What follows belongs to an exercise in optimizing a design on an open flow for small area, a short achievable clock period and few clock cycles; a production flow would make more cautious choices. Only simulation tests tie the RTL to the original design; equivalence was not proved. No activity file was given, so power comes from the tool's default toggle rates.

==> flow/design.v <==
`default_nettype    none
module subterranean_round
(
    input wire [256:0] a,
    input wire [32:0] din,
    output wire [256:0] o,
    output wire [31:0] dout
);
wire [256:0] a_after_chi_iota;
wire [256:0] a_after_theta;
assign a_after_chi_iota[0]     = ~(a[0]   ^   ((~a[1])     & a[2]));
assign a_after_chi_iota[254:1] = a[254:1] ^   ((~a[255:2]) & a[256:3]);
assign a_after_chi_iota[255]   = a[255]   ^   ((~a[256])   & a[0]);
assign a_after_chi_iota[256]   = a[256]   ^   ((~a[0])     & a[1]);
assign a_after_theta[12]  = a_after_chi_iota[12]  ^ a_after_chi_iota[15]  ^ a_after_chi_iota[20]  ^ din[0];
assign a_after_theta[56]  = a_after_chi_iota[56]  ^ a_after_chi_iota[59]  ^ a_after_chi_iota[64]  ^ din[1];
assign a_after_theta[90]  = a_after_chi_iota[90]  ^ a_after_chi_iota[93]  ^ a_after_chi_iota[98]  ^ din[2];
assign a_after_theta[163] = a_after_chi_iota[163] ^ a_after_chi_iota[166] ^ a_after_chi_iota[171] ^ din[3];
assign a_after_theta[161] = a_after_chi_iota[161] ^ a_after_chi_iota[164] ^ a_after_chi_iota[169] ^ din[4];
assign a_after_theta[66]  = a_after_chi_iota[66]  ^ a_after_chi_iota[69]  ^ a_after_chi_iota[74]  ^ din[5];
assign a_after_theta[51]  = a_after_chi_iota[51]  ^ a_after_chi_iota[54]  ^ a_after_chi_iota[59]  ^ din[6];
assign a_after_theta[238] = a_after_chi_iota[238] ^ a_after_chi_iota[241] ^ a_after_chi_iota[246] ^ din[7];
assign a_after_theta[254] = a_after_chi_iota[254] ^ a_after_chi_iota[0]   ^ a_after_chi_iota[5]   ^ din[8];
assign a_after_theta[243] = a_after_chi_iota[243] ^ a_after_chi_iota[246] ^ a_after_chi_iota[251] ^ din[9];
assign a_after_theta[106] = a_after_chi_iota[106] ^ a_after_chi_iota[109] ^ a_after_chi_iota[114] ^ din[10];
assign a_after_theta[152] = a_after_chi_iota[152] ^ a_after_chi_iota[155] ^ a_after_chi_iota[160] ^ din[11];
assign a_after_theta[24]  = a_after_chi_iota[24]  ^ a_after_chi_iota[27]  ^ a_after_chi_iota[32]  ^ din[12];
assign a_after_theta[112] = a_after_chi_iota[112] ^ a_after_chi_iota[115] ^ a_after_chi_iota[120] ^ din[13];
assign a_after_theta[180] = a_after_chi_iota[180] ^ a_after_chi_iota[183] ^ a_after_chi_iota[188] ^ din[14];
assign a_after_theta[69]  = a_after_chi_iota[69]  ^ a_after_chi_iota[72]  ^ a_after_chi_iota[77]  ^ din[15];
assign a_after_theta[65]  = a_after_chi_iota[65]  ^ a_after_chi_iota[68]  ^ a_after_chi_iota[73]  ^ din[16];
assign a_after_theta[132] = a_after_chi_iota[132] ^ a_after_chi_iota[135] ^ a_after_chi_iota[140] ^ din[17];
assign a_after_theta[102] = a_after_chi_iota[102] ^ a_after_chi_iota[105] ^ a_after_chi_iota[110] ^ din[18];
assign a_after_theta[219] = a_after_chi_iota[219] ^ a_after_chi_iota[222] ^ a_after_chi_iota[227] ^ din[19];
assign a_after_theta[251] = a_after_chi_iota[251] ^ a_after_chi_iota[254] ^ a_after_chi_iota[2]   ^ din[20];
assign a_after_theta[229] = a_after_chi_iota[229] ^ a_after_chi_iota[232] ^ a_after_chi_iota[237] ^ din[21];
assign a_after_theta[212] = a_after_chi_iota[212] ^ a_after_chi_iota[215] ^ a_after_chi_iota[220] ^ din[22];
assign a_after_theta[47]  = a_after_chi_iota[47]  ^ a_after_chi_iota[50]  ^ a_after_chi_iota[55]  ^ din[23];
assign a_after_theta[48]  = a_after_chi_iota[48]  ^ a_after_chi_iota[51]  ^ a_after_chi_iota[56]  ^ din[24];
assign a_after_theta[224] = a_after_chi_iota[224] ^ a_after_chi_iota[227] ^ a_after_chi_iota[232] ^ din[25];
assign a_after_theta[103] = a_after_chi_iota[103] ^ a_after_chi_iota[106] ^ a_after_chi_iota[111] ^ din[26];
assign a_after_theta[138] = a_after_chi_iota[138] ^ a_after_chi_iota[141] ^ a_after_chi_iota[146] ^ din[27];
assign a_after_theta[130] = a_after_chi_iota[130] ^ a_after_chi_iota[133] ^ a_after_chi_iota[138] ^ din[28];
assign a_after_theta[7]   = a_after_chi_iota[7]   ^ a_after_chi_iota[10]  ^ a_after_chi_iota[15]  ^ din[29];
assign a_after_theta[204] = a_after_chi_iota[204] ^ a_after_chi_iota[207] ^ a_after_chi_iota[212] ^ din[30];
assign a_after_theta[181] = a_after_chi_iota[181] ^ a_after_chi_iota[184] ^ a_after_chi_iota[189] ^ din[31];
assign a_after_theta[245] = a_after_chi_iota[245] ^ a_after_chi_iota[248] ^ a_after_chi_iota[253] ^ din[32];
assign a_after_theta[0] = a_after_chi_iota[0] ^ a_after_chi_iota[3] ^ a_after_chi_iota[8];
assign a_after_theta[36] = a_after_chi_iota[36] ^ a_after_chi_iota[39] ^ a_after_chi_iota[44];
assign a_after_theta[60] = a_after_chi_iota[60] ^ a_after_chi_iota[63] ^ a_after_chi_iota[68];
assign a_after_theta[72] = a_after_chi_iota[72] ^ a_after_chi_iota[75] ^ a_after_chi_iota[80];
assign a_after_theta[84] = a_after_chi_iota[84] ^ a_after_chi_iota[87] ^ a_after_chi_iota[92];
assign a_after_theta[96] = a_after_chi_iota[96] ^ a_after_chi_iota[99] ^ a_after_chi_iota[104];
assign a_after_theta[108] = a_after_chi_iota[108] ^ a_after_chi_iota[111] ^ a_after_chi_iota[116];
assign a_after_theta[120] = a_after_chi_iota[120] ^ a_after_chi_iota[123] ^ a_after_chi_iota[128];
assign a_after_theta[144] = a_after_chi_iota[144] ^ a_after_chi_iota[147] ^ a_after_chi_iota[152];
assign a_after_theta[156] = a_after_chi_iota[156] ^ a_after_chi_iota[159] ^ a_after_chi_iota[164];
assign a_after_theta[168] = a_after_chi_iota[168] ^ a_after_chi_iota[171] ^ a_after_chi_iota[176];
assign a_after_theta[192] = a_after_chi_iota[192] ^ a_after_chi_iota[195] ^ a_after_chi_iota[200];
assign a_after_theta[216] = a_after_chi_iota[216] ^ a_after_chi_iota[219] ^ a_after_chi_iota[224];
assign a_after_theta[228] = a_after_chi_iota[228] ^ a_after_chi_iota[231] ^ a_after_chi_iota[236];
assign a_after_theta[240] = a_after_chi_iota[240] ^ a_after_chi_iota[243] ^ a_after_chi_iota[248];
assign a_after_theta[252] = a_after_chi_iota[252] ^ a_after_chi_iota[255] ^ a_after_chi_iota[3];
assign a_after_theta[19] = a_after_chi_iota[19] ^ a_after_chi_iota[22] ^ a_after_chi_iota[27];
assign a_after_theta[31] = a_after_chi_iota[31] ^ a_after_chi_iota[34] ^ a_after_chi_iota[39];
assign a_after_theta[43] = a_after_chi_iota[43] ^ a_after_chi_iota[46] ^ a_after_chi_iota[51];
assign a_after_theta[55] = a_after_chi_iota[55] ^ a_after_chi_iota[58] ^ a_after_chi_iota[63];
assign a_after_theta[67] = a_after_chi_iota[67] ^ a_after_chi_iota[70] ^ a_after_chi_iota[75];
assign a_after_theta[79] = a_after_chi_iota[79] ^ a_after_chi_iota[82] ^ a_after_chi_iota[87];
assign a_after_theta[91] = a_after_chi_iota[91] ^ a_after_chi_iota[94] ^ a_after_chi_iota[99];
assign a_after_theta[115] = a_after_chi_iota[115] ^ a_after_chi_iota[118] ^ a_after_chi_iota[123];
assign a_after_theta[127] = a_after_chi_iota[127] ^ a_after_chi_iota[130] ^ a_after_chi_iota[135];
assign a_after_theta[139] = a_after_chi_iota[139] ^ a_after_chi_iota[142] ^ a_after_chi_iota[147];
assign a_after_theta[151] = a_after_chi_iota[151] ^ a_after_chi_iota[154] ^ a_after_chi_iota[159];
assign a_after_theta[175] = a_after_chi_iota[175] ^ a_after_chi_iota[178] ^ a_after_chi_iota[183];
assign a_after_theta[187] = a_after_chi_iota[187] ^ a_after_chi_iota[190] ^ a_after_chi_iota[195];
assign a_after_theta[199] = a_after_chi_iota[199] ^ a_after_chi_iota[202] ^ a_after_chi_iota[207];
assign a_after_theta[211] = a_after_chi_iota[211] ^ a_after_chi_iota[214] ^ a_after_chi_iota[219];
assign a_after_theta[223] = a_after_chi_iota[223] ^ a_after_chi_iota[226] ^ a_after_chi_iota[231];
assign a_after_theta[235] = a_after_chi_iota[235] ^ a_after_chi_iota[238] ^ a_after_chi_iota[243];
assign a_after_theta[247] = a_after_chi_iota[247] ^ a_after_chi_iota[250] ^ a_after_chi_iota[255];
assign a_after_theta[2] = a_after_chi_iota[2] ^ a_after_chi_iota[5] ^ a_after_chi_iota[10];
assign a_after_theta[14] = a_after_chi_iota[14] ^ a_after_chi_iota[17] ^ a_after_chi_iota[22];
assign a_after_theta[26] = a_after_chi_iota[26] ^ a_after_chi_iota[29] ^ a_after_chi_iota[34];
assign a_after_theta[38] = a_after_chi_iota[38] ^ a_after_chi_iota[41] ^ a_after_chi_iota[46];
assign a_after_theta[50] = a_after_chi_iota[50] ^ a_after_chi_iota[53] ^ a_after_chi_iota[58];
assign a_after_theta[62] = a_after_chi_iota[62] ^ a_after_chi_iota[65] ^ a_after_chi_iota[70];
assign a_after_theta[74] = a_after_chi_iota[74] ^ a_after_chi_iota[77] ^ a_after_chi_iota[82];
assign a_after_theta[86] = a_after_chi_iota[86] ^ a_after_chi_iota[89] ^ a_after_chi_iota[94];
assign a_after_theta[98] = a_after_chi_iota[98] ^ a_after_chi_iota[101] ^ a_after_chi_iota[106];
assign a_after_theta[110] = a_after_chi_iota[110] ^ a_after_chi_iota[113] ^ a_after_chi_iota[118];
assign a_after_theta[122] = a_after_chi_iota[122] ^ a_after_chi_iota[125] ^ a_after_chi_iota[130];
assign a_after_theta[134] = a_after_chi_iota[134] ^ a_after_chi_iota[137] ^ a_after_chi_iota[142];
assign a_after_theta[146] = a_after_chi_iota[146] ^ a_after_chi_iota[149] ^ a_after_chi_iota[154];
assign a_after_theta[158] = a_after_chi_iota[158] ^ a_after_chi_iota[161] ^ a_after_chi_iota[166];
assign a_after_theta[170] = a_after_chi_iota[170] ^ a_after_chi_iota[173] ^ a_after_chi_iota[178];
assign a_after_theta[182] = a_after_chi_iota[182] ^ a_after_chi_iota[185] ^ a_after_chi_iota[190];
assign a_after_theta[194] = a_after_chi_iota[194] ^ a_after_chi_iota[197] ^ a_after_chi_iota[202];
assign a_after_theta[206] = a_after_chi_iota[206] ^ a_after_chi_iota[209] ^ a_after_chi_iota[214];
assign a_after_theta[218] = a_after_chi_iota[218] ^ a_after_chi_iota[221] ^ a_after_chi_iota[226];
assign a_after_theta[230] = a_after_chi_iota[230] ^ a_after_chi_iota[233] ^ a_after_chi_iota[238];
assign a_after_theta[242] = a_after_chi_iota[242] ^ a_after_chi_iota[245] ^ a_after_chi_iota[250];
assign a_after_theta[9] = a_after_chi_iota[9] ^ a_after_chi_iota[12] ^ a_after_chi_iota[17];
assign a_after_theta[21] = a_after_chi_iota[21] ^ a_after_chi_iota[24] ^ a_after_chi_iota[29];
assign a_after_theta[33] = a_after_chi_iota[33] ^ a_after_chi_iota[36] ^ a_after_chi_iota[41];
assign a_after_theta[45] = a_after_chi_iota[45] ^ a_after_chi_iota[48] ^ a_after_chi_iota[53];
assign a_after_theta[57] = a_after_chi_iota[57] ^ a_after_chi_iota[60] ^ a_after_chi_iota[65];
assign a_after_theta[81] = a_after_chi_iota[81] ^ a_after_chi_iota[84] ^ a_after_chi_iota[89];
assign a_after_theta[93] = a_after_chi_iota[93] ^ a_after_chi_iota[96] ^ a_after_chi_iota[101];
assign a_after_theta[105] = a_after_chi_iota[105] ^ a_after_chi_iota[108] ^ a_after_chi_iota[113];
assign a_after_theta[117] = a_after_chi_iota[117] ^ a_after_chi_iota[120] ^ a_after_chi_iota[125];
assign a_after_theta[129] = a_after_chi_iota[129] ^ a_after_chi_iota[132] ^ a_after_chi_iota[137];
assign a_after_theta[141] = a_after_chi_iota[141] ^ a_after_chi_iota[144] ^ a_after_chi_iota[149];
assign a_after_theta[153] = a_after_chi_iota[153] ^ a_after_chi_iota[156] ^ a_after_chi_iota[161];
assign a_after_theta[165] = a_after_chi_iota[165] ^ a_after_chi_iota[168] ^ a_after_chi_iota[173];
assign a_after_theta[177] = a_after_chi_iota[177] ^ a_after_chi_iota[180] ^ a_after_chi_iota[185];
assign a_after_theta[189] = a_after_chi_iota[189] ^ a_after_chi_iota[192] ^ a_after_chi_iota[197];
assign a_after_theta[201] = a_after_chi_iota[201] ^ a_after_chi_iota[204] ^ a_after_chi_iota[209];
assign a_after_theta[213] = a_after_chi_iota[213] ^ a_after_chi_iota[216] ^ a_after_chi_iota[221];
assign a_after_theta[225] = a_after_chi_iota[225] ^ a_after_chi_iota[228] ^ a_after_chi_iota[233];
assign a_after_theta[237] = a_after_chi_iota[237] ^ a_after_chi_iota[240] ^ a_after_chi_iota[245];
assign a_after_theta[249] = a_after_chi_iota[249] ^ a_after_chi_iota[252] ^ a_after_chi_iota[0];
assign a_after_theta[4] = a_after_chi_iota[4] ^ a_after_chi_iota[7] ^ a_after_chi_iota[12];
assign a_after_theta[16] = a_after_chi_iota[16] ^ a_after_chi_iota[19] ^ a_after_chi_iota[24];
assign a_after_theta[28] = a_after_chi_iota[28] ^ a_after_chi_iota[31] ^ a_after_chi_iota[36];
assign a_after_theta[40] = a_after_chi_iota[40] ^ a_after_chi_iota[43] ^ a_after_chi_iota[48];
assign a_after_theta[52] = a_after_chi_iota[52] ^ a_after_chi_iota[55] ^ a_after_chi_iota[60];
assign a_after_theta[64] = a_after_chi_iota[64] ^ a_after_chi_iota[67] ^ a_after_chi_iota[72];
assign a_after_theta[76] = a_after_chi_iota[76] ^ a_after_chi_iota[79] ^ a_after_chi_iota[84];
assign a_after_theta[88] = a_after_chi_iota[88] ^ a_after_chi_iota[91] ^ a_after_chi_iota[96];
assign a_after_theta[100] = a_after_chi_iota[100] ^ a_after_chi_iota[103] ^ a_after_chi_iota[108];
assign a_after_theta[124] = a_after_chi_iota[124] ^ a_after_chi_iota[127] ^ a_after_chi_iota[132];
assign a_after_theta[136] = a_after_chi_iota[136] ^ a_after_chi_iota[139] ^ a_after_chi_iota[144];
assign a_after_theta[148] = a_after_chi_iota[148] ^ a_after_chi_iota[151] ^ a_after_chi_iota[156];
assign a_after_theta[160] = a_after_chi_iota[160] ^ a_after_chi_iota[163] ^ a_after_chi_iota[168];
assign a_after_theta[172] = a_after_chi_iota[172] ^ a_after_chi_iota[175] ^ a_after_chi_iota[180];
assign a_after_theta[184] = a_after_chi_iota[184] ^ a_after_chi_iota[187] ^ a_after_chi_iota[192];
assign a_after_theta[196] = a_after_chi_iota[196] ^ a_after_chi_iota[199] ^ a_after_chi_iota[204];
assign a_after_theta[208] = a_after_chi_iota[208] ^ a_after_chi_iota[211] ^ a_after_chi_iota[216];
assign a_after_theta[220] = a_after_chi_iota[220] ^ a_after_chi_iota[223] ^ a_after_chi_iota[228];
assign a_after_theta[232] = a_after_chi_iota[232] ^ a_after_chi_iota[235] ^ a_after_chi_iota[240];
assign a_after_theta[244] = a_after_chi_iota[244] ^ a_after_chi_iota[247] ^ a_after_chi_iota[252];
assign a_after_theta[256] = a_after_chi_iota[256] ^ a_after_chi_iota[2] ^ a_after_chi_iota[7];
assign a_after_theta[11] = a_after_chi_iota[11] ^ a_after_chi_iota[14] ^ a_after_chi_iota[19];
assign a_after_theta[23] = a_after_chi_iota[23] ^ a_after_chi_iota[26] ^ a_after_chi_iota[31];
assign a_after_theta[35] = a_after_chi_iota[35] ^ a_after_chi_iota[38] ^ a_after_chi_iota[43];
assign a_after_theta[59] = a_after_chi_iota[59] ^ a_after_chi_iota[62] ^ a_after_chi_iota[67];
assign a_after_theta[71] = a_after_chi_iota[71] ^ a_after_chi_iota[74] ^ a_after_chi_iota[79];
assign a_after_theta[83] = a_after_chi_iota[83] ^ a_after_chi_iota[86] ^ a_after_chi_iota[91];
assign a_after_theta[95] = a_after_chi_iota[95] ^ a_after_chi_iota[98] ^ a_after_chi_iota[103];
assign a_after_theta[107] = a_after_chi_iota[107] ^ a_after_chi_iota[110] ^ a_after_chi_iota[115];
assign a_after_theta[119] = a_after_chi_iota[119] ^ a_after_chi_iota[122] ^ a_after_chi_iota[127];
assign a_after_theta[131] = a_after_chi_iota[131] ^ a_after_chi_iota[134] ^ a_after_chi_iota[139];
assign a_after_theta[143] = a_after_chi_iota[143] ^ a_after_chi_iota[146] ^ a_after_chi_iota[151];
assign a_after_theta[155] = a_after_chi_iota[155] ^ a_after_chi_iota[158] ^ a_after_chi_iota[163];
assign a_after_theta[167] = a_after_chi_iota[167] ^ a_after_chi_iota[170] ^ a_after_chi_iota[175];
assign a_after_theta[179] = a_after_chi_iota[179] ^ a_after_chi_iota[182] ^ a_after_chi_iota[187];
assign a_after_theta[191] = a_after_chi_iota[191] ^ a_after_chi_iota[194] ^ a_after_chi_iota[199];
assign a_after_theta[203] = a_after_chi_iota[203] ^ a_after_chi_iota[206] ^ a_after_chi_iota[211];
assign a_after_theta[215] = a_after_chi_iota[215] ^ a_after_chi_iota[218] ^ a_after_chi_iota[223];
assign a_after_theta[227] = a_after_chi_iota[227] ^ a_after_chi_iota[230] ^ a_after_chi_iota[235];
assign a_after_theta[239] = a_after_chi_iota[239] ^ a_after_chi_iota[242] ^ a_after_chi_iota[247];
assign a_after_theta[6] = a_after_chi_iota[6] ^ a_after_chi_iota[9] ^ a_after_chi_iota[14];
assign a_after_theta[18] = a_after_chi_iota[18] ^ a_after_chi_iota[21] ^ a_after_chi_iota[26];
assign a_after_theta[30] = a_after_chi_iota[30] ^ a_after_chi_iota[33] ^ a_after_chi_iota[38];
assign a_after_theta[42] = a_after_chi_iota[42] ^ a_after_chi_iota[45] ^ a_after_chi_iota[50];
assign a_after_theta[54] = a_after_chi_iota[54] ^ a_after_chi_iota[57] ^ a_after_chi_iota[62];
assign a_after_theta[78] = a_after_chi_iota[78] ^ a_after_chi_iota[81] ^ a_after_chi_iota[86];
assign a_after_theta[114] = a_after_chi_iota[114] ^ a_after_chi_iota[117] ^ a_after_chi_iota[122];
assign a_after_theta[126] = a_after_chi_iota[126] ^ a_after_chi_iota[129] ^ a_after_chi_iota[134];
assign a_after_theta[150] = a_after_chi_iota[150] ^ a_after_chi_iota[153] ^ a_after_chi_iota[158];
assign a_after_theta[162] = a_after_chi_iota[162] ^ a_after_chi_iota[165] ^ a_after_chi_iota[170];
assign a_after_theta[174] = a_after_chi_iota[174] ^ a_after_chi_iota[177] ^ a_after_chi_iota[182];
assign a_after_theta[186] = a_after_chi_iota[186] ^ a_after_chi_iota[189] ^ a_after_chi_iota[194];
assign a_after_theta[198] = a_after_chi_iota[198] ^ a_after_chi_iota[201] ^ a_after_chi_iota[206];
assign a_after_theta[210] = a_after_chi_iota[210] ^ a_after_chi_iota[213] ^ a_after_chi_iota[218];
assign a_after_theta[222] = a_after_chi_iota[222] ^ a_after_chi_iota[225] ^ a_after_chi_iota[230];
assign a_after_theta[234] = a_after_chi_iota[234] ^ a_after_chi_iota[237] ^ a_after_chi_iota[242];
assign a_after_theta[246] = a_after_chi_iota[246] ^ a_after_chi_iota[249] ^ a_after_chi_iota[254];
assign a_after_theta[1] = a_after_chi_iota[1] ^ a_after_chi_iota[4] ^ a_after_chi_iota[9];
assign a_after_theta[13] = a_after_chi_iota[13] ^ a_after_chi_iota[16] ^ a_after_chi_iota[21];
assign a_after_theta[25] = a_after_chi_iota[25] ^ a_after_chi_iota[28] ^ a_after_chi_iota[33];
assign a_after_theta[37] = a_after_chi_iota[37] ^ a_after_chi_iota[40] ^ a_after_chi_iota[45];
assign a_after_theta[49] = a_after_chi_iota[49] ^ a_after_chi_iota[52] ^ a_after_chi_iota[57];
assign a_after_theta[61] = a_after_chi_iota[61] ^ a_after_chi_iota[64] ^ a_after_chi_iota[69];
assign a_after_theta[73] = a_after_chi_iota[73] ^ a_after_chi_iota[76] ^ a_after_chi_iota[81];
assign a_after_theta[85] = a_after_chi_iota[85] ^ a_after_chi_iota[88] ^ a_after_chi_iota[93];
assign a_after_theta[97] = a_after_chi_iota[97] ^ a_after_chi_iota[100] ^ a_after_chi_iota[105];
assign a_after_theta[109] = a_after_chi_iota[109] ^ a_after_chi_iota[112] ^ a_after_chi_iota[117];
assign a_after_theta[121] = a_after_chi_iota[121] ^ a_after_chi_iota[124] ^ a_after_chi_iota[129];
assign a_after_theta[133] = a_after_chi_iota[133] ^ a_after_chi_iota[136] ^ a_after_chi_iota[141];
assign a_after_theta[145] = a_after_chi_iota[145] ^ a_after_chi_iota[148] ^ a_after_chi_iota[153];
assign a_after_theta[157] = a_after_chi_iota[157] ^ a_after_chi_iota[160] ^ a_after_chi_iota[165];
assign a_after_theta[169] = a_after_chi_iota[169] ^ a_after_chi_iota[172] ^ a_after_chi_iota[177];
assign a_after_theta[193] = a_after_chi_iota[193] ^ a_after_chi_iota[196] ^ a_after_chi_iota[201];
assign a_after_theta[205] = a_after_chi_iota[205] ^ a_after_chi_iota[208] ^ a_after_chi_iota[213];
assign a_after_theta[217] = a_after_chi_iota[217] ^ a_after_chi_iota[220] ^ a_after_chi_iota[225];
assign a_after_theta[241] = a_after_chi_iota[241] ^ a_after_chi_iota[244] ^ a_after_chi_iota[249];
assign a_after_theta[253] = a_after_chi_iota[253] ^ a_after_chi_iota[256] ^ a_after_chi_iota[4];
assign a_after_theta[8] = a_after_chi_iota[8] ^ a_after_chi_iota[11] ^ a_after_chi_iota[16];
assign a_after_theta[20] = a_after_chi_iota[20] ^ a_after_chi_iota[23] ^ a_after_chi_iota[28];
assign a_after_theta[32] = a_after_chi_iota[32] ^ a_after_chi_iota[35] ^ a_after_chi_iota[40];
assign a_after_theta[44] = a_after_chi_iota[44] ^ a_after_chi_iota[47] ^ a_after_chi_iota[52];
assign a_after_theta[68] = a_after_chi_iota[68] ^ a_after_chi_iota[71] ^ a_after_chi_iota[76];
assign a_after_theta[80] = a_after_chi_iota[80] ^ a_after_chi_iota[83] ^ a_after_chi_iota[88];
assign a_after_theta[92] = a_after_chi_iota[92] ^ a_after_chi_iota[95] ^ a_after_chi_iota[100];
assign a_after_theta[104] = a_after_chi_iota[104] ^ a_after_chi_iota[107] ^ a_after_chi_iota[112];
assign a_after_theta[116] = a_after_chi_iota[116] ^ a_after_chi_iota[119] ^ a_after_chi_iota[124];
assign a_after_theta[128] = a_after_chi_iota[128] ^ a_after_chi_iota[131] ^ a_after_chi_iota[136];
assign a_after_theta[140] = a_after_chi_iota[140] ^ a_after_chi_iota[143] ^ a_after_chi_iota[148];
assign a_after_theta[164] = a_after_chi_iota[164] ^ a_after_chi_iota[167] ^ a_after_chi_iota[172];
assign a_after_theta[176] = a_after_chi_iota[176] ^ a_after_chi_iota[179] ^ a_after_chi_iota[184];
assign a_after_theta[188] = a_after_chi_iota[188] ^ a_after_chi_iota[191] ^ a_after_chi_iota[196];
assign a_after_theta[200] = a_after_chi_iota[200] ^ a_after_chi_iota[203] ^ a_after_chi_iota[208];
assign a_after_theta[236] = a_after_chi_iota[236] ^ a_after_chi_iota[239] ^ a_after_chi_iota[244];
assign a_after_theta[248] = a_after_chi_iota[248] ^ a_after_chi_iota[251] ^ a_after_chi_iota[256];
assign a_after_theta[3] = a_after_chi_iota[3] ^ a_after_chi_iota[6] ^ a_after_chi_iota[11];
assign a_after_theta[15] = a_after_chi_iota[15] ^ a_after_chi_iota[18] ^ a_after_chi_iota[23];
assign a_after_theta[27] = a_after_chi_iota[27] ^ a_after_chi_iota[30] ^ a_after_chi_iota[35];
assign a_after_theta[39] = a_after_chi_iota[39] ^ a_after_chi_iota[42] ^ a_after_chi_iota[47];
assign a_after_theta[63] = a_after_chi_iota[63] ^ a_after_chi_iota[66] ^ a_after_chi_iota[71];
assign a_after_theta[75] = a_after_chi_iota[75] ^ a_after_chi_iota[78] ^ a_after_chi_iota[83];
assign a_after_theta[87] = a_after_chi_iota[87] ^ a_after_chi_iota[90] ^ a_after_chi_iota[95];
assign a_after_theta[99] = a_after_chi_iota[99] ^ a_after_chi_iota[102] ^ a_after_chi_iota[107];
assign a_after_theta[111] = a_after_chi_iota[111] ^ a_after_chi_iota[114] ^ a_after_chi_iota[119];
assign a_after_theta[123] = a_after_chi_iota[123] ^ a_after_chi_iota[126] ^ a_after_chi_iota[131];
assign a_after_theta[135] = a_after_chi_iota[135] ^ a_after_chi_iota[138] ^ a_after_chi_iota[143];
assign a_after_theta[147] = a_after_chi_iota[147] ^ a_after_chi_iota[150] ^ a_after_chi_iota[155];
assign a_after_theta[159] = a_after_chi_iota[159] ^ a_after_chi_iota[162] ^ a_after_chi_iota[167];
assign a_after_theta[171] = a_after_chi_iota[171] ^ a_after_chi_iota[174] ^ a_after_chi_iota[179];
assign a_after_theta[183] = a_after_chi_iota[183] ^ a_after_chi_iota[186] ^ a_after_chi_iota[191];
assign a_after_theta[195] = a_after_chi_iota[195] ^ a_after_chi_iota[198] ^ a_after_chi_iota[203];
assign a_after_theta[207] = a_after_chi_iota[207] ^ a_after_chi_iota[210] ^ a_after_chi_iota[215];
assign a_after_theta[231] = a_after_chi_iota[231] ^ a_after_chi_iota[234] ^ a_after_chi_iota[239];
assign a_after_theta[255] = a_after_chi_iota[255] ^ a_after_chi_iota[1] ^ a_after_chi_iota[6];
assign a_after_theta[10] = a_after_chi_iota[10] ^ a_after_chi_iota[13] ^ a_after_chi_iota[18];
assign a_after_theta[22] = a_after_chi_iota[22] ^ a_after_chi_iota[25] ^ a_after_chi_iota[30];
assign a_after_theta[34] = a_after_chi_iota[34] ^ a_after_chi_iota[37] ^ a_after_chi_iota[42];
assign a_after_theta[46] = a_after_chi_iota[46] ^ a_after_chi_iota[49] ^ a_after_chi_iota[54];
assign a_after_theta[58] = a_after_chi_iota[58] ^ a_after_chi_iota[61] ^ a_after_chi_iota[66];
assign a_after_theta[70] = a_after_chi_iota[70] ^ a_after_chi_iota[73] ^ a_after_chi_iota[78];
assign a_after_theta[82] = a_after_chi_iota[82] ^ a_after_chi_iota[85] ^ a_after_chi_iota[90];
assign a_after_theta[94] = a_after_chi_iota[94] ^ a_after_chi_iota[97] ^ a_after_chi_iota[102];
assign a_after_theta[118] = a_after_chi_iota[118] ^ a_after_chi_iota[121] ^ a_after_chi_iota[126];
assign a_after_theta[142] = a_after_chi_iota[142] ^ a_after_chi_iota[145] ^ a_after_chi_iota[150];
assign a_after_theta[154] = a_after_chi_iota[154] ^ a_after_chi_iota[157] ^ a_after_chi_iota[162];
assign a_after_theta[166] = a_after_chi_iota[166] ^ a_after_chi_iota[169] ^ a_after_chi_iota[174];
assign a_after_theta[178] = a_after_chi_iota[178] ^ a_after_chi_iota[181] ^ a_after_chi_iota[186];
assign a_after_theta[190] = a_after_chi_iota[190] ^ a_after_chi_iota[193] ^ a_after_chi_iota[198];
assign a_after_theta[202] = a_after_chi_iota[202] ^ a_after_chi_iota[205] ^ a_after_chi_iota[210];
assign a_after_theta[214] = a_after_chi_iota[214] ^ a_after_chi_iota[217] ^ a_after_chi_iota[222];
assign a_after_theta[226] = a_after_chi_iota[226] ^ a_after_chi_iota[229] ^ a_after_chi_iota[234];
assign a_after_theta[250] = a_after_chi_iota[250] ^ a_after_chi_iota[253] ^ a_after_chi_iota[1];
assign a_after_theta[5] = a_after_chi_iota[5] ^ a_after_chi_iota[8] ^ a_after_chi_iota[13];
assign a_after_theta[17] = a_after_chi_iota[17] ^ a_after_chi_iota[20] ^ a_after_chi_iota[25];
assign a_after_theta[29] = a_after_chi_iota[29] ^ a_after_chi_iota[32] ^ a_after_chi_iota[37];
assign a_after_theta[41] = a_after_chi_iota[41] ^ a_after_chi_iota[44] ^ a_after_chi_iota[49];
assign a_after_theta[53] = a_after_chi_iota[53] ^ a_after_chi_iota[56] ^ a_after_chi_iota[61];
assign a_after_theta[77] = a_after_chi_iota[77] ^ a_after_chi_iota[80] ^ a_after_chi_iota[85];
assign a_after_theta[89] = a_after_chi_iota[89] ^ a_after_chi_iota[92] ^ a_after_chi_iota[97];
assign a_after_theta[101] = a_after_chi_iota[101] ^ a_after_chi_iota[104] ^ a_after_chi_iota[109];
assign a_after_theta[113] = a_after_chi_iota[113] ^ a_after_chi_iota[116] ^ a_after_chi_iota[121];
assign a_after_theta[125] = a_after_chi_iota[125] ^ a_after_chi_iota[128] ^ a_after_chi_iota[133];
assign a_after_theta[137] = a_after_chi_iota[137] ^ a_after_chi_iota[140] ^ a_after_chi_iota[145];
assign a_after_theta[149] = a_after_chi_iota[149] ^ a_after_chi_iota[152] ^ a_after_chi_iota[157];
assign a_after_theta[173] = a_after_chi_iota[173] ^ a_after_chi_iota[176] ^ a_after_chi_iota[181];
assign a_after_theta[185] = a_after_chi_iota[185] ^ a_after_chi_iota[188] ^ a_after_chi_iota[193];
assign a_after_theta[197] = a_after_chi_iota[197] ^ a_after_chi_iota[200] ^ a_after_chi_iota[205];
assign a_after_theta[209] = a_after_chi_iota[209] ^ a_after_chi_iota[212] ^ a_after_chi_iota[217];
assign a_after_theta[221] = a_after_chi_iota[221] ^ a_after_chi_iota[224] ^ a_after_chi_iota[229];
assign a_after_theta[233] = a_after_chi_iota[233] ^ a_after_chi_iota[236] ^ a_after_chi_iota[241];
generate
    genvar gen_j;
    for (gen_j = 0; gen_j < 257; gen_j = gen_j + 1) begin: pi_step
        assign o[gen_j] = a_after_theta[(12*gen_j) % 257];
    end
endgenerate
assign dout[0]  = a[1]   ^ a[256];
assign dout[1]  = a[176] ^ a[81];
assign dout[2]  = a[136] ^ a[121];
assign dout[3]  = a[35]  ^ a[222];
assign dout[4]  = a[249] ^ a[8];
assign dout[5]  = a[134] ^ a[123];
assign dout[6]  = a[197] ^ a[60];
assign dout[7]  = a[234] ^ a[23];
assign dout[8]  = a[64]  ^ a[193];
assign dout[9]  = a[213] ^ a[44];
assign dout[10] = a[223] ^ a[34];
assign dout[11] = a[184] ^ a[73];
assign dout[12] = a[2]   ^ a[255];
assign dout[13] = a[95]  ^ a[162];
assign dout[14] = a[15]  ^ a[242];
assign dout[15] = a[70]  ^ a[187];
assign dout[16] = a[241] ^ a[16];
assign dout[17] = a[11]  ^ a[246];
assign dout[18] = a[137] ^ a[120];
assign dout[19] = a[211] ^ a[46];
assign dout[20] = a[128] ^ a[129];
assign dout[21] = a[169] ^ a[88];
assign dout[22] = a[189] ^ a[68];
assign dout[23] = a[111] ^ a[146];
assign dout[24] = a[4]   ^ a[253];
assign dout[25] = a[190] ^ a[67];
assign dout[26] = a[30]  ^ a[227];
assign dout[27] = a[140] ^ a[117];
assign dout[28] = a[225] ^ a[32];
assign dout[29] = a[22]  ^ a[235];
assign dout[30] = a[17]  ^ a[240];
assign dout[31] = a[165] ^ a[92];
endmodule
`default_nettype    none
module subterranean_lwc
#(parameter ASYNC_RSTN = 0,
parameter G_PWIDTH = 32,
parameter G_SWIDTH = 32,
parameter G_SEGMENT_SIZE_BITS = 16,
parameter G_HASH_SIZE_WORDS = 8,
parameter G_TAG_SIZE_WORDS = 4
)
(
    input wire clk,
    input wire rst,
    input wire [(G_PWIDTH-1):0] pdi_data,
    input wire pdi_valid,
    output wire pdi_ready,
    input wire [(G_SWIDTH-1):0] sdi_data,
    input wire sdi_valid,
    output wire sdi_ready,
    output wire [(G_PWIDTH-1):0] do_data,
    output wire do_valid,
    input wire do_ready,
    output wire do_last
);
localparam P_IDLE = 4'd0,  P_NHDR = 4'd1,  P_NDAT = 4'd2,  P_AHDR = 4'd3,
           P_ADAT = 4'd4,  P_PHDR = 4'd5,  P_PDAT = 4'd6,  P_TAG  = 4'd7,
           P_THDR = 4'd8,  P_TDAT = 4'd9,  P_SQ   = 4'd10, P_STAT = 4'd11,
           P_HHDR = 4'd12, P_HDAT = 4'd13, P_INST = 4'd14;
function [31:0] bswap(input [31:0] x);
    bswap = {x[7:0], x[15:8], x[23:16], x[31:24]};
endfunction
reg [14:0] ph;          
reg [256:0] st;
reg [4:0] nr;           
reg nz;                 
reg [3:0] cnt;          
reg [15:0] len;         
reg lastw;              
reg [2:0] wsize;        
reg eot;
reg dec;
reg fail;
reg [1:0] bidx;         
reg hlast;              
reg [3:0] bsel;         
reg [3:0] bsel_n;
reg [3:0] mb;           
reg [3:0] mp;           
reg ms;                 
reg dsel;               
reg kw;                 
reg [4:0] padv;         
reg [1:0] sph;          
reg [1:0] kcnt;
reg kact;               
reg hfirst;             
reg spend;              
reg hpend;              
reg pinst_v, pinst_h;   
reg pv, pc;             
reg [32:0] o0, o1;
reg v0, v1;
reg prdy, srdy;         
reg m_key;              
reg m_word;             
reg m_hash;             
reg m_sq;               
reg m_t;                
reg dfull;              
reg [14:0] ph_n;
reg [4:0] nr_n;
reg [3:0] cnt_n;
reg [15:0] len_n;
reg lastw_n;
reg [2:0] wsize_n;
reg eot_n, dec_n, fail_n, kact_n, hfirst_n, hlast_n, spend_n, hpend_n, pinst_v_n, pinst_h_n, nxt, nxh;
reg [1:0] bidx_n, sph_n, kcnt_n;
wire ptake = pdi_valid & prdy;
wire stake = sdi_valid & srdy;
wire qpush = (pdi_valid & pv) | pc;
wire [4:0] nr_dec = nz ? 5'd0 : (nr - 5'd1);
wire wr_ok = ~v1;
wire pop = v0 & do_ready;
wire [31:0] z;
wire [31:0] y;
wire hdr_le4 = (pdi_data[15:3] == 13'd0) && ((pdi_data[2] == 1'b0) || (pdi_data[1:0] == 2'b00));
wire [2:0] hdr_ws = hdr_le4 ? pdi_data[2:0] : 3'd4;
wire len_le8 = (len[15:4] == 12'd0) && ((len[3] == 1'b0) || (len[2:0] == 3'b000));
wire [2:0] len_ws = len_le8 ? (len[2:0] ^ 3'b100) : 3'd4;
always @(*) begin
    ph_n = ph;
    nr_n = nr_dec;
    hlast_n = hlast;
    cnt_n = cnt;
    len_n = len;
    lastw_n = lastw;
    wsize_n = wsize;
    eot_n = eot;
    dec_n = dec;
    fail_n = fail;
    kact_n = kact;
    hfirst_n = hfirst;
    spend_n = spend;
    hpend_n = hpend;
    pinst_v_n = pinst_v;
    pinst_h_n = pinst_h;
    bidx_n = bidx;
    bsel_n = bsel;
    sph_n = sph;
    kcnt_n = kcnt;
    if (stake) begin
        case (sph)
            2'd0 : sph_n = 2'd1;
            2'd1 : begin sph_n = 2'd2; kcnt_n = 2'd0; end
            default : begin
                kcnt_n = kcnt + 2'd1;
                if (kcnt == 2'd3) begin
                    sph_n = 2'd0;
                    kact_n = 1'b0;
                    nr_n = 5'd1;
                end
            end
        endcase
    end
        if (ph[P_IDLE] & ptake) begin
            hfirst_n = 1'b1;
            case (pdi_data[31:28])
                4'h7 : begin
                    kact_n = 1'b1;
                    begin ph_n[P_IDLE] = 1'b0; ph_n[P_INST] = 1'b1; end
                end
                4'h8 : begin ph_n[P_IDLE] = 1'b0; ph_n[P_HHDR] = 1'b1; end
                default : ;
            endcase
        end
        if (ph[P_INST] & ptake) begin
            dec_n = pdi_data[28];
            begin ph_n[P_INST] = 1'b0; ph_n[P_NHDR] = 1'b1; end
        end
        if (ph[P_NHDR] & ptake) begin
            cnt_n = 4'd4;
            begin ph_n[P_NHDR] = 1'b0; ph_n[P_NDAT] = 1'b1; end
        end
        if (ph[P_NDAT] & ptake) begin
            cnt_n = cnt - 4'd1;
            if (cnt == 4'd1) begin
                nr_n = 5'd9;
                begin ph_n[P_NDAT] = 1'b0; ph_n[P_AHDR] = 1'b1; end
            end
        end
        if (ph[P_AHDR] & ptake) begin
            len_n = pdi_data[15:0];
            lastw_n = hdr_le4;
            wsize_n = hdr_ws;
            eot_n = pdi_data[25];
            if (pdi_data[15:0] == 16'd0) begin
                nr_n = nz ? 5'd1 : nr;
                begin ph_n[P_AHDR] = 1'b0; ph_n[P_PHDR] = 1'b1; end
            end else
                begin ph_n[P_AHDR] = 1'b0; ph_n[P_ADAT] = 1'b1; end
        end
        if (ph[P_ADAT] & ptake) begin
            len_n = len - 16'd4;
                lastw_n = len_le8;
                wsize_n = len_ws;
            if (lastw) begin
                if (eot) begin
                    if (wsize == 3'd4) nr_n = 5'd1;
                    begin ph_n[P_ADAT] = 1'b0; ph_n[P_PHDR] = 1'b1; end
                end else
                    begin ph_n[P_ADAT] = 1'b0; ph_n[P_AHDR] = 1'b1; end
            end
        end
        if (ph[P_PHDR] & ptake) begin
            len_n = pdi_data[15:0];
            lastw_n = hdr_le4;
            wsize_n = hdr_ws;
            eot_n = pdi_data[25];
            if (pdi_data[15:0] == 16'd0) begin
                nr_n = nz ? 5'd9 : (nr + 5'd8);
                ph_n[P_PHDR] = 1'b0;
                if (dec) ph_n[P_THDR] = 1'b1; else ph_n[P_TAG] = 1'b1;
            end else
                begin ph_n[P_PHDR] = 1'b0; ph_n[P_PDAT] = 1'b1; end
        end
        if (ph[P_PDAT] & ptake) begin
            len_n = len - 16'd4;
                lastw_n = len_le8;
                wsize_n = len_ws;
            if (lastw) begin
                if (eot) begin
                    nr_n = (wsize == 3'd4) ? 5'd9 : 5'd8;
                    ph_n[P_PDAT] = 1'b0;
                    if (dec) ph_n[P_THDR] = 1'b1; else ph_n[P_TAG] = 1'b1;
                end else
                    begin ph_n[P_PDAT] = 1'b0; ph_n[P_PHDR] = 1'b1; end
            end
        end
        if (ph[P_TAG] & wr_ok) begin
            cnt_n = 4'd4;
            begin ph_n[P_TAG] = 1'b0; ph_n[P_SQ] = 1'b1; end
        end
        if (ph[P_THDR] & ptake) begin
            cnt_n = 4'd4;
            begin ph_n[P_THDR] = 1'b0; ph_n[P_TDAT] = 1'b1; end
        end
        if (ph[P_TDAT] & ptake) begin
            if ((bswap(pdi_data) != z) && (cnt != 4'd1)) fail_n = 1'b1;
            cnt_n = cnt - 4'd1;
            if (cnt == 4'd1) begin ph_n[P_TDAT] = 1'b0; ph_n[P_IDLE] = 1'b1; spend_n = 1'b1; end
        end
        nxt = pinst_v | ptake;
        nxh = pinst_v ? pinst_h : (pdi_data[31:28] == 4'h8);
        if (ph[P_SQ] & ptake) begin
            pinst_v_n = nxt;
            pinst_h_n = nxh;
        end
        if (ph[P_SQ] & m_sq) begin
            cnt_n = cnt - 4'd1;
            if (cnt == 4'd1) begin
                ph_n[P_SQ] = 1'b0;
                spend_n = 1'b1;
                pinst_v_n = 1'b0;
                if (nxt) begin
                    hfirst_n = 1'b1;
                    if (nxh) ph_n[P_HHDR] = 1'b1;
                    else begin ph_n[P_INST] = 1'b1; kact_n = 1'b1; end
                end else
                    ph_n[P_IDLE] = 1'b1;
            end
        end
        if (spend & wr_ok) begin
            spend_n = 1'b0;
            fail_n = 1'b0;
        end else if (hpend & wr_ok)
            hpend_n = 1'b0;
        if (ph[P_HHDR] & ptake) begin
            hfirst_n = 1'b0;
            if (hfirst) hpend_n = 1'b1;
            len_n = pdi_data[15:0];
            lastw_n = hdr_le4;
            wsize_n = hdr_ws;
            eot_n = pdi_data[25];
            bidx_n = 2'd0;
            bsel_n = 4'b0001;
            hlast_n = (pdi_data[15:0] == 16'd1);
            if (pdi_data[15:0] == 16'd0) begin
                nr_n = nz ? 5'd10 : (nr + 5'd9);
                cnt_n = 4'd8;
                begin ph_n[P_HHDR] = 1'b0; ph_n[P_SQ] = 1'b1; end
            end else
                begin ph_n[P_HHDR] = 1'b0; ph_n[P_HDAT] = 1'b1; end
        end
        if (ph[P_HDAT] & pdi_valid & m_hash) begin
            nr_n = 5'd1;
            bidx_n = bidx + 2'd1;
            bsel_n = {bsel[2:0], bsel[3]};
            hlast_n = ((bidx + 3'd2) == wsize);
            if (ptake) begin
                bidx_n = 2'd0;
                bsel_n = 4'b0001;
                hlast_n = (len == 16'd5);
                len_n = len - 16'd4;
                lastw_n = len_le8;
                wsize_n = len_ws;
                if (lastw) begin
                    if (eot) begin
                        nr_n = 5'd11;
                        cnt_n = 4'd8;
                        begin ph_n[P_HDAT] = 1'b0; ph_n[P_SQ] = 1'b1; end
                    end else
                        begin ph_n[P_HDAT] = 1'b0; ph_n[P_HHDR] = 1'b1; end
                end
            end
        end
end
wire hdr0 = (pdi_data[15:0] == 16'd0);
wire nz_n = (nr[4:1] == 4'd0)
          & ~(stake & (sph == 2'd2) & (kcnt == 2'd3))
          & ~(ptake & ((ph[P_NDAT] & (cnt == 4'd1))
                     | ((ph[P_AHDR] | ph[P_PHDR] | ph[P_HHDR]) & hdr0)
                     | (ph[P_ADAT] & lastw & eot & (wsize == 3'd4))
                     | (ph[P_PDAT] & lastw & eot)))
          & ~(ph[P_HDAT] & pdi_valid & m_hash);
reg [32:0] pw;
always @(*) begin
    pw = 33'd0;
    if (spend)
        pw = {1'b1, fail ? 4'hF : 4'hE, 28'd0};
    else if (hpend)
        pw = {1'b0, 4'h9, 4'h3, 8'h00, 16'd32};
    else if (ph[P_PHDR])
        pw = {1'b0, dec ? 4'h4 : 4'h5, 2'b00, pdi_data[25], dec & pdi_data[25], 8'h00, pdi_data[15:0]};
    else if (ph[P_PDAT])
        pw = {lastw & eot, bswap(y)};
    else if (ph[P_TAG])
        pw = {1'b0, 32'h83000010};
    else if (ph[P_SQ])
        pw = {cnt == 4'd1, bswap(z)};
end
reg v0_n, v1_n;
always @(*) begin
    v0_n = v0;
    v1_n = v1;
    if (v1) begin
        if (pop) v1_n = 1'b0;
    end else if (qpush) begin
        if (v0 & ~pop) v1_n = 1'b1;
        else v0_n = 1'b1;
    end else if (pop) begin
        v0_n = 1'b0;
    end
end
wire wr_ok_n = ~v1_n;
reg prdy_n, m_word_n, m_hash_n, m_sq_n;
always @(*) begin
    prdy_n = 1'b0;
    m_word_n = 1'b0;
    m_hash_n = 1'b0;
    m_sq_n = 1'b0;
    prdy_n = (ph_n[P_SQ] & ~pinst_v_n) | ph_n[P_IDLE] | ph_n[P_INST] | ph_n[P_NHDR] | ph_n[P_AHDR] | ph_n[P_THDR]
           | ph_n[P_HHDR] | (ph_n[P_PHDR] & wr_ok_n & ~spend_n & ~hpend_n)
           | (ph_n[P_NDAT] & ~kact_n & nz_n)
           | ((ph_n[P_ADAT] | ph_n[P_TDAT]) & nz_n)
           | (ph_n[P_PDAT] & nz_n & wr_ok_n)
           | (ph_n[P_HDAT] & nz_n & hlast_n);
    m_word_n = ((ph_n[P_NDAT] & ~kact_n) | ph_n[P_ADAT] | (ph_n[P_PDAT] & wr_ok_n)) & nz_n;
    m_hash_n = ph_n[P_HDAT] & nz_n;
    m_sq_n = ph_n[P_SQ] & nz_n & wr_ok_n & ~spend_n & ~hpend_n;
end
wire srdy_n = (sph_n != 2'd2) | (kact_n & nz_n);
wire pv_n = (ph_n[P_PHDR] & wr_ok_n & ~spend_n & ~hpend_n) | (ph_n[P_PDAT] & nz_n & wr_ok_n);
wire pc_n = m_sq_n | ((ph_n[P_TAG] | spend_n | hpend_n) & wr_ok_n);
wire m_key_n = (sph_n == 2'd2) & kact_n & nz_n;
wire m_t_n = ph_n[P_TDAT] & nz_n;
wire kabs_n = (sph_n == 2'd2) & kact_n;
wire dfull_n = kabs_n | ph_n[P_NDAT];
wire [2:0] dsize_n = dfull_n ? 3'd4 : wsize_n;
wire [3:0] mb_n = {dsize_n == 3'd4, dsize_n >= 3'd3, dsize_n >= 3'd2, dsize_n >= 3'd1};
wire [3:0] mp_n = kabs_n ? 4'b0000 : mb_n;
reg [4:0] padv_n;
always @(*) begin
    case (dsize_n)
        3'd0 : padv_n = 5'b00001;
        3'd1 : padv_n = 5'b00010;
        3'd2 : padv_n = 5'b00100;
        3'd3 : padv_n = 5'b01000;
        default : padv_n = 5'b10000;
    endcase
end
always @(posedge clk) begin
    if (rst) begin
        ph <= 15'd1 << P_IDLE;
        nr <= 5'd0;
        nz <= 1'b1;
        sph <= 2'd0;
        kact <= 1'b0;
        spend <= 1'b0;
        hpend <= 1'b0;
        pinst_v <= 1'b0;
        fail <= 1'b0;
        v0 <= 1'b0;
        v1 <= 1'b0;
        prdy <= 1'b0;
        srdy <= 1'b0;
        m_key <= 1'b0;
        m_word <= 1'b0;
        m_hash <= 1'b0;
        m_sq <= 1'b0;
        pv <= 1'b0;
        pc <= 1'b0;
        m_t <= 1'b0;
        dfull <= 1'b0;
    end else begin
        ph <= ph_n;
        nr <= nr_n;
        nz <= nz_n;
        sph <= sph_n;
        kact <= kact_n;
        spend <= spend_n;
        hpend <= hpend_n;
        pinst_v <= pinst_v_n;
        fail <= fail_n;
        v0 <= v0_n;
        v1 <= v1_n;
        prdy <= prdy_n;
        srdy <= srdy_n;
        m_key <= m_key_n;
        m_word <= m_word_n;
        m_hash <= m_hash_n;
        m_sq <= m_sq_n;
        pv <= pv_n;
        pc <= pc_n;
        m_t <= m_t_n;
        dfull <= dfull_n;
    end
end
always @(posedge clk) begin
    cnt <= cnt_n;
    len <= len_n;
    lastw <= lastw_n;
    wsize <= wsize_n;
    eot <= eot_n;
    dec <= dec_n;
    bidx <= bidx_n;
    bsel <= bsel_n;
    mb <= mb_n;
    mp <= mp_n;
    ms <= kabs_n;
    dsel <= dec_n & ph_n[P_PDAT];
    kw <= m_key_n | m_word_n;
    padv <= padv_n;
    hlast <= hlast_n;
    kcnt <= kcnt_n;
    hfirst <= hfirst_n;
    pinst_h <= pinst_h_n;
end
always @(posedge clk) begin
    if (v1) begin
        if (pop) o0 <= o1;
    end else if (qpush) begin
        if (v0 & ~pop) o1 <= pw;
        else o0 <= pw;
    end
end
wire [256:0] st_next;
reg [32:0] din;
wire [31:0] mask = {{8{mb[3]}}, {8{mb[2]}}, {8{mb[1]}}, {8{mb[0]}}};
wire [31:0] x = (bswap(pdi_data) & {{8{mp[3]}}, {8{mp[2]}}, {8{mp[1]}}, {8{mp[0]}}})
              | (bswap(sdi_data) & {32{ms}});
assign y = (z ^ x) & mask;
wire [7:0] hbyte = (pdi_data[31:24] & {8{bsel[0]}}) | (pdi_data[23:16] & {8{bsel[1]}})
                 | (pdi_data[15:8] & {8{bsel[2]}}) | (pdi_data[7:0] & {8{bsel[3]}});
always @(*) begin
    din[31:0] = ((dsel ? y : x) & {32{kw}}) | {24'd0, hbyte & {8{m_hash}}};
    din[32] = kw & padv[4];
    din[0] = din[0] | (kw ? padv[0] : ~m_hash);
    din[8] = din[8] | (kw ? padv[1] : m_hash);
    din[16] = din[16] | (kw & padv[2]);
    din[24] = din[24] | (kw & padv[3]);
end
subterranean_round round (
    .a(st),
    .din(din),
    .o(st_next),
    .dout(z)
);
wire do_round = ~nz | (sdi_valid & m_key) | (pdi_valid & (m_word | m_hash | m_t)) | m_sq;
wire init = (ptake & ph[P_IDLE]) | (ph[P_SQ] & m_sq & (cnt == 4'd1) & (pinst_v | ptake));
always @(posedge clk) begin
    if (init)
        st <= 257'd0;
    else if (do_round)
        st <= st_next;
end
assign pdi_ready = prdy;
assign sdi_ready = srdy;
assign do_data = o0[31:0];
assign do_last = o0[32];
assign do_valid = v0;
endmodule
==> flow/flow/run.sh <==
#!/bin/bash
# The standard layout, except that the port buffers are plain buffers
# (buffer_ports otherwise picks a delay cell, clkdlybuf4s50_1, for them).
set -euo pipefail
export BUFFER_PORTS_ARGS="-buffer_cell sky130_fd_sc_hd__buf_4"
bash standard.sh finish > make_finish.log 2>&1
==> flow/standard.sh <==
#!/bin/bash
# synth_recipe.tcl (not shown) runs the flow's synth.tcl, then flattens the netlist and writes it again
# the make line also repeats each setting of config.mk as NAME=value (left out here)
make -C /OpenROAD-flow-scripts/flow DESIGN_CONFIG=/design/flow/config.mk WORK_HOME=/design/flow/orfs CLKGATE_MAP_FILE= SYNTH_SCRIPT=/design/flow/synth_recipe.tcl "${@:-finish}"
==> flow/config.mk <==
export PLATFORM = sky130hd
export DESIGN_NAME = subterranean_lwc
export DESIGN_NICKNAME = subterranean_lwc
export VERILOG_FILES = /design/flow/design.v
export SDC_FILE = /design/flow/constraint.sdc
export NUM_CORES = 4
export LEC_CHECK = 0
export ABC_CLOCK_PERIOD_IN_PS = 2000
export CAP_MARGIN = 20
export CORE_MARGIN = 2
export CORE_UTILIZATION = 40
export CTS_CLUSTER_DIAMETER = 100
export CTS_CLUSTER_SIZE = 24
export SETUP_SLACK_MARGIN = 2.8
export SLEW_MARGIN = 20
export TNS_END_PERCENT = 5
==> flow/constraint.sdc <==
create_clock -name core_clock -period 5.0 [get_ports {clk}]
set_input_delay 1.0000 -clock core_clock [delete_from_list [all_inputs] [get_ports {clk}]]
set_output_delay 1.0000 -clock core_clock [all_outputs]
set_load 0.01 [all_outputs]
==> results of run 1 <==
==> Yosys cell counts (all sizes together), types with 6 or more instances <==
cell    number  share of area, %
nand2b     144               3.2
clkbuf     143               1.9
a221oi       9              0.28
a211oi     240               6.4
a32oi        7              0.22
and2        22              0.49
nor2       371               5.0
dfxtp      336                24
a21boi      21              0.60
o21ai       97               1.8
ha           9              0.40
o21a         8              0.21
or2          7              0.15
mux2i       19              0.67
a31oi        6              0.13
o22ai       66               1.5
nor2b      153               3.4
or3         10              0.24
and3        12              0.27
nand4       14              0.31
o31ai       24              0.64
xnor3       22               1.8
nor3        21              0.43
nor4        18              0.56
o211ai      10              0.27
buf         56              0.98
nand3       23              0.41
xor2       131               4.1
edfxtp      78               8.3
inv         27              0.36
nand3b      23              0.61
nand2      119               1.6
a22oi       57               1.5
a21oi      109               1.9
xnor2      734                23
mux2        20              0.80
==> repair_timing <==
item,in CTS,in global routing
hold endpoints to repair,0,0
cloned,9,6
pin swaps,5,12
setup endpoints to repair,432,332
resized for setup,55,41
buffers inserted,14,15
==> area by class of cell <==
cell class                 count  area (um^2)  area share (%)
multi-input combinational   2596        18600            59.2
sequential                   414         9090            28.9
timing repair buffer         167         1730            5.50
tap                          940         1180            3.74
clock buffer                  29          598            1.90
clock inverter                 9          126           0.402
inverter                      28          105           0.334
==> metrics by stage <==
step	cells	hold WS [ps]	power, W	cell area [um^2]	setup slack (ps)
2_1_floorplan	3235	440	0.0156	28300	2110
3_3_place_gp	4100	461	0.0196	29600	1810
3_5_place_dp	4100	473	0.0196	29600	1750
4_1_cts	4161	487	0.0220	31000	2720
5_1_grt	4183	520	0.0234	31400	2610
6_report	4183	482	0.0222	31400	2650
==> path summary, 6_finish.rpt <==
check,from,end,slack (ps),cells past startpoint
worst max-delay path,ms,o0[16],2650,6
worst min-delay path,fail,fail,480,2
worst max register to register,ms,o0[16],2650,6
worst min register to register,fail,fail,480,2
==> worst register-to-register path: stages (launching register included) <==
cell     delay, ps
dfxtp_1        420
buf_4          400
a22oi_1        210
and2_1         200
o21ai_0        330
a21oi_1        240
mux2_2         310
==> report_power, final <==
group	switching, W	internal [W]
Combinational	0.00802	0.00638
Clock	0.00126	0.000934
Sequential	0.00150	0.00414
Total	0.0108	0.0115
==> sequential cells by signal, summed over array words and instances (netlist names), 2 cells and up <==
| signal | count |
|---|---|
| mb | 4 |
| st | 257 |
| sph | 2 |
| bidx | 2 |
| ph | 14 |
| o1 | 33 |
| bsel | 4 |
| mp | 4 |
| cnt | 4 |
| kcnt | 2 |
| o0 | 33 |
| wsize | 3 |
| nr | 5 |
| len | 16 |
| padv | 5 |
==> cells by family after synthesis <==
kind of cell,Yosys count,share of synthesized area (%)
adder cells (fa/ha/maj),10,0.434
buffers and inverters,227,3.25
flip-flops,414,32.1
XOR/XNOR,887,28.6
AND/OR/NAND/NOR,966,17.6
AO/OA/AOI/OAI,692,16.6
multiplexers,39,1.47
==> per-layer routing <==
layer  vias to the layer above  wire length [um]
met4                         0              5210
li1                      11100                 -
met5                         -                 0
met3                       193              7570
met1                     11500             44300
met2                       982             45200
==> results.sh, run 1 <==
export IMPL_status="complete, no violations"
export IMPL_layout_commonest_cell="xnor2_1"
export IMPL_cp_start_kind="flip-flop"
export IMPL_cts_root_buf="clkbuf_16"
export IMPL_drc=0
export IMPL_std_cell_rows=97
export IMPL_drv_cap=0
export IMPL_globalRouteMet2Util_pct=42.3
export IMPL_ys_seq_area_share_pct=32.1
export IMPL_grt_util_all_layers_pct=26.8
export IMPL_htreeDepth=1
export IMPL_hpwl_um=75700
export IMPL_die_area_um2=72800
export IMPL_cts_made_buffers=23
export IMPL_top_usage_layer="met2"
export IMPL_port_buffers=104
export IMPL_syn_nets=3313
export IMPL_gp_congestion=0.957
export IMPL_hold_violations=0
export IMPL_worst_clock_skew_ps=45.8
export IMPL_synthDistinctLibCells=82
export IMPL_clk_pin_slew_ps=100
export IMPL_grt_met1_usage_pct=37.0
export IMPL_synth_avg_cell_area_um2=8.73
export IMPL_grt_use_met3_pct=3.62
export IMPL_setup_viol=0
export IMPL_synth_edf_count=78
export IMPL_mostFrequentLayoutCells="730 x xnor2_1, 365 x nor2_1, 323 x dfxtp_1, 239 x a211oi_1, 153 x nor2b_1"
export IMPL_p_per_area_nw_per_um2=708
export IMPL_synth_main_ff_cell="dfxtp_1"
export IMPL_layout_drive_gt1_share_pct=9.65
export IMPL_async_reset_ff_share_pct=0
export IMPL_synth_seq_cells=414
export IMPL_crit_chain="buf_4 > a22oi_1 > and2_1 > o21ai_0 > a21oi_1 > mux2_2"
export IMPL_vias_per_cell=5.68
export IMPL_drtIter0Drc=2433
export IMPL_worst_pin_slew_ps=837
export IMPL_finalCriticalPeriod_ps=2350
export IMPL_hold_path_class="reg -> reg"
export IMPL_nets=3308
export IMPL_drv_slew=0
export IMPL_cts_buffer_depth=3
export IMPL_fin_setup_tns_ps=0
export IMPL_grt_max_degree=205
export IMPL_ios=105
export IMPL_cp_required_ps=5370
export IMPL_grt_first_pass_wirelength_um=148000
export IMPL_fin_util_pct=44.9
export IMPL_leakage_nw=9.88
export IMPL_crit_fanout=31
export IMPL_grt_antenna_before_repair=0
export IMPL_routedWlPerCell_um=24.4
export IMPL_ir_drop_mv=0.357
export IMPL_coreArea_um2=70000
export IMPL_cp_slowest_cell="dfxtp_1"
export IMPL_dieHeight_um=270
export IMPL_overflow=0
export IMPL_routed_wl_um=102000
export IMPL_start_util_pct=40.3
export IMPL_syn_inst=3235
export IMPL_antenna_cells=0
export IMPL_first_global_vias=22000
export IMPL_syn_to_final_growth_pct=11.2
export IMPL_cp_top_family="compound AO/OA/AOI/OAI gates"
export IMPL_path_class="reg -> reg"
export IMPL_relSlewSlack_pct=43.8
export IMPL_syn_area_um2=28300
export IMPL_clock_sinks=414
export IMPL_rsz0062_at_grt="yes"
export IMPL_die_x_um=270
export IMPL_postRouteAntennaNets=0
export IMPL_max_freq_mhz=425
export IMPL_ctsHoldBuffers=0
export IMPL_period_share_pct=47.1
export IMPL_clk_latency_ps=610
export IMPL_critical_path_arrival_ps=2720
export IMPL_cts_tree="yes"
export IMPL_via_count=23800
export IMPL_slowest_delay_ps=420
export IMPL_num_fill_cells=6983
export IMPL_cp_buffers_inverters=1
export IMPL_drtPass1Iterations=5
export IMPL_endpoint_kind="flip-flop"
export IMPL_ys_warn_count=1
Testbench counts, summed over its fixed seeds: cycles 13,182.
==> run 2: changes to the inputs <==
--- a/flow/config.mk
+++ b/flow/config.mk
@@ -11,6 +11,6 @@
 export CORE_UTILIZATION = 40
 export CTS_CLUSTER_DIAMETER = 100
 export CTS_CLUSTER_SIZE = 24
-export SETUP_SLACK_MARGIN = 2.8
+export SETUP_SLACK_MARGIN = 2.6
 export SLEW_MARGIN = 20
-export TNS_END_PERCENT = 5
+export TNS_END_PERCENT = 2
==> run 2 against run 1 <==
Hold slack improved by 0.75 ps. Worst setup slack worse by 200 ps. Largest cell class unchanged. Synthesized area unchanged. Still clean on timing, DRC and antenna. Register-to-register slack worse by 200 ps. Power decreased by 0.90%. Critical endpoint is now o0[4]. Synthesized cell count did not move.
==> results.sh, run 2 <==
export IMPL_ios=105
export IMPL_ys_warn_count=1
export IMPL_clk_pin_slew_ps=90
export IMPL_clk_latency_ps=610
export IMPL_routed_wl_um=98300
export IMPL_start_util_pct=40.3
export IMPL_drtIter0Drc=2439
export IMPL_nets=3275
export IMPL_hpwl_um=75700
export IMPL_cts_buffer_depth=3
export IMPL_p_per_area_nw_per_um2=717
export IMPL_wl_met1_um=42800
export IMPL_slowest_delay_ps=730
export IMPL_port_buffers=104
export IMPL_synth_seq_cells=414
export IMPL_clock_sinks=414
export IMPL_hold_violations=0
export IMPL_std_cell_rows=97
export IMPL_synthDistinctLibCells=82
export IMPL_top_layer="met4"
export IMPL_synth_edf_count=78
export IMPL_coreArea_um2=70000
export IMPL_crit_fanout=5
export IMPL_status="complete, no violations"
export IMPL_gp_congestion=0.957
export IMPL_die_area_um2=72800
export IMPL_wl_met2_um=43600
export IMPL_mostFrequentLayoutCells="734 x xnor2_1, 366 x nor2_1, 330 x dfxtp_1, 240 x a211oi_1, 153 x nor2b_1"
export IMPL_syn_to_final_growth_pct=8.78
export IMPL_fin_setup_tns_ps=0
export IMPL_ctsHoldBuffers=0
export IMPL_place_inst=4100
export IMPL_synthTopCellsByCount="734 x xnor2_1, 370 x nor2_1, 336 x dfxtp_1"
export IMPL_leakage_nw=9.60
export IMPL_postRouteAntennaNets=0
export IMPL_synth_top_area_cell="dfxtp_1"
export IMPL_synth_main_ff_cell="dfxtp_1"
export IMPL_cp_start_kind="flip-flop"
export IMPL_wl_met3_um=7470
export IMPL_largest_register_ff_count=257
export IMPL_via_count=23300
export IMPL_cp_slowest_cell="xor2_1"
export IMPL_layout_commonest_cell="xnor2_1"
export IMPL_reg_largest_list="st x257, o0 x33, o1 x33"
export IMPL_first_global_vias=21700
export IMPL_synth_top_cell_area_share_pct=23.8
export IMPL_rsz0062_at_grt="yes"
export IMPL_cts_root_buf="clkbuf_16"
export IMPL_drc=0
export IMPL_hold_path_class="reg -> reg"
export IMPL_worst_clock_skew_ps=49.0
export IMPL_cp_common_cell="a21oi_1"
export IMPL_drv_cap=0
export IMPL_crit_chain="xor2_1 > xnor2_1 > a21oi_1 > nor3_1 > a21oi_1 > o31ai_1"
export IMPL_final_cells=4150
export IMPL_top_register="st"
export IMPL_synth_avg_cell_area_um2=8.73
export IMPL_ir_drop_mv=0.353
export IMPL_yosys_top_cells_area="dfxtp_1 24%, xnor2_1 23%, edfxtp_1 8.3%"
export IMPL_grt_util_all_layers_pct=26.4
export IMPL_worst_pin_slew_ps=946
export IMPL_grt_max_degree=205
export IMPL_antenna_cells=0
export IMPL_path_class="reg -> reg"
export IMPL_cp_required_ps=5350
export IMPL_async_reset_ff_share_pct=0
export IMPL_cts_made_buffers=23
export IMPL_yosys_cell_count_top_type="xnor2_1"
export IMPL_grt_first_pass_wirelength_um=146000
export IMPL_finalCriticalPeriod_ps=2550
export IMPL_overflow=0
export IMPL_routedWlPerCell_um=23.7
export IMPL_endpoint_kind="flip-flop"
export IMPL_grt_antenna_before_repair=0
export IMPL_die_x_um=270
export IMPL_layout_drive_gt1_share_pct=7.57
export IMPL_ys_seq_area_share_pct=32.1
export IMPL_htreeDepth=1
export IMPL_critical_path_arrival_ps=2900
export IMPL_cts_tree="yes"
export IMPL_drtPass1Iterations=6
export IMPL_syn_nets=3313
export IMPL_period_share_pct=51.1
export IMPL_drv_slew=0
export IMPL_relSlewSlack_pct=37.0
export IMPL_vias_per_cell=5.61
export IMPL_syn_area_um2=28300
export IMPL_setup_viol=0
export IMPL_max_freq_mhz=391
export IMPL_dieHeight_um=270
export IMPL_syn_inst=3235
-- run 2: cell types whose count changed in the layout (fill, tap and decap cells not counted), moves of 4 or more --
cell	before	now
dfxtp_1	323	330
clkbuf_16	28	23
buf_4	137	122
xnor2_2	4	0
dfxtp_2	11	4
buf_16	10	4
buf_12	10	3
xnor2_1	730	734
-- run 2: stage by stage --
step | total power (W) | worst slack [ps] | util (%) | instance area (um^2) | hold slack [ps]
after floorplan | 0.0156 | 2110 | - | 28300 | 440
after global placement | 0.0196 | 1810 | 42.3 | 29600 | 461
after detailed placement | 0.0196 | 1750 | 42.3 | 29600 | 473
after CTS | 0.0219 | 2440 | 43.7 | 30600 | 487
after global routing | 0.0232 | 2440 | 43.9 | 30700 | 520
final | 0.0220 | 2450 | 43.9 | 30700 | 483
-- run 2: power breakdown --
group / total, W / internal, W / leakage, nW / switching, W
logic: 0.0142 / 0.00631 / 5.88 / 0.00792
registers: 0.00562 / 0.00414 / 3.36 / 0.00148
clock network: 0.00219 / 0.000934 / 0.349 / 0.00125
total: 0.0220 / 0.0114 / 9.60 / 0.0107
-- run 2: final cells by class --
type / count / area (um^2)
clock inverter: 9 / 126
multi-input combinational: 2595 / 18400
tap: 940 / 1180
inverter: 28 / 105
fill: 7053 / 39300
clock buffer: 29 / 598
sequential: 414 / 9080
timing repair buffer: 135 / 1250
-- run 2: final timing paths --
kind / from / end / slack, ps / cells past startpoint
setup reg to reg: st[32] / o0[4] / 2450 / 6
setup / recovery: st[32] / o0[4] / 2450 / 6
hold reg to reg: fail / fail / 480 / 2
hold / removal: fail / fail / 480 / 2
-- run 2: critical path, delay by kind of cell (launching register included) --
kind | cells | cell delay, ps
AOI/OAI and AO/OA | 3 | 760
and+or+nand+nor | 1 | 60
DFF | 1 | 600
xor gates and xnor gates | 2 | 880
-- run 2: cells by family (layout without fill, tap and decap cells) --
kind of cell / count (synthesis) / after routing / synth area share, %
mux: 39 / 39 / 1.47
fa+ha+maj: 10 / 10 / 0.434
flops: 414 / 414 / 32.1
compound gates: 692 / 693 / 16.6
xor+xnor: 887 / 887 / 28.6
simple gates: 966 / 966 / 17.6
buf+inv: 227 / 201 / 3.25
-- run 2: timing repair --
item / 4_1_cts / 5_1_grt
pin swaps: 1 / 1
setup endpoints to repair: 325 / 305
buffers inserted: 1 / 4
hold endpoints to repair: 0 / 0
gates cloned: 5 / 1
gates resized for setup: 23 / 15
-- run 2: metal layers --
| layer | vias up | track usage, % |
|---|---|---|
| met1 | 11100 | 36.8 |
| met2 | 957 | 41.6 |
| met4 | 0 | 10.2 |
| met5 | - | 0 |
| met3 | 178 | 3.07 |
| li1 | 11100 | - |

==> separate check: timing with driven ports <==
In the flow no input, the clock included, has a driving cell. The finished layouts below were timed again as built, in two steps.
Step 1 assumes that a clkbuf_16 drives the clock port and a buf_2 every other input.
Step 2 also shifts input and output timing later by t, the mid clock arrival at the registers, as if the neighbouring blocks saw the same clock.
Three values: no drivers, after step 1, after step 2; two values: the first two.
run	t, ns	setup slack, ns	hold slack, ns	clock arrival spread, ns	slew at the worst register clock pin (ns)
run 1	0.651	2.646 / 2.646 / 2.084	0.482 / 0.482 / 0.482	0.047 / 0.047	0.11 / 0.11
run 2	0.649	2.446 / 2.446 / 1.894	0.483 / 0.483 / 0.483	0.050 / 0.050	0.11 / 0.11
After both steps every run listed still meets setup and hold. The setup slack of run 1, which loses most, moves by 0.000 ns with the drivers and by -0.562 ns with both steps.
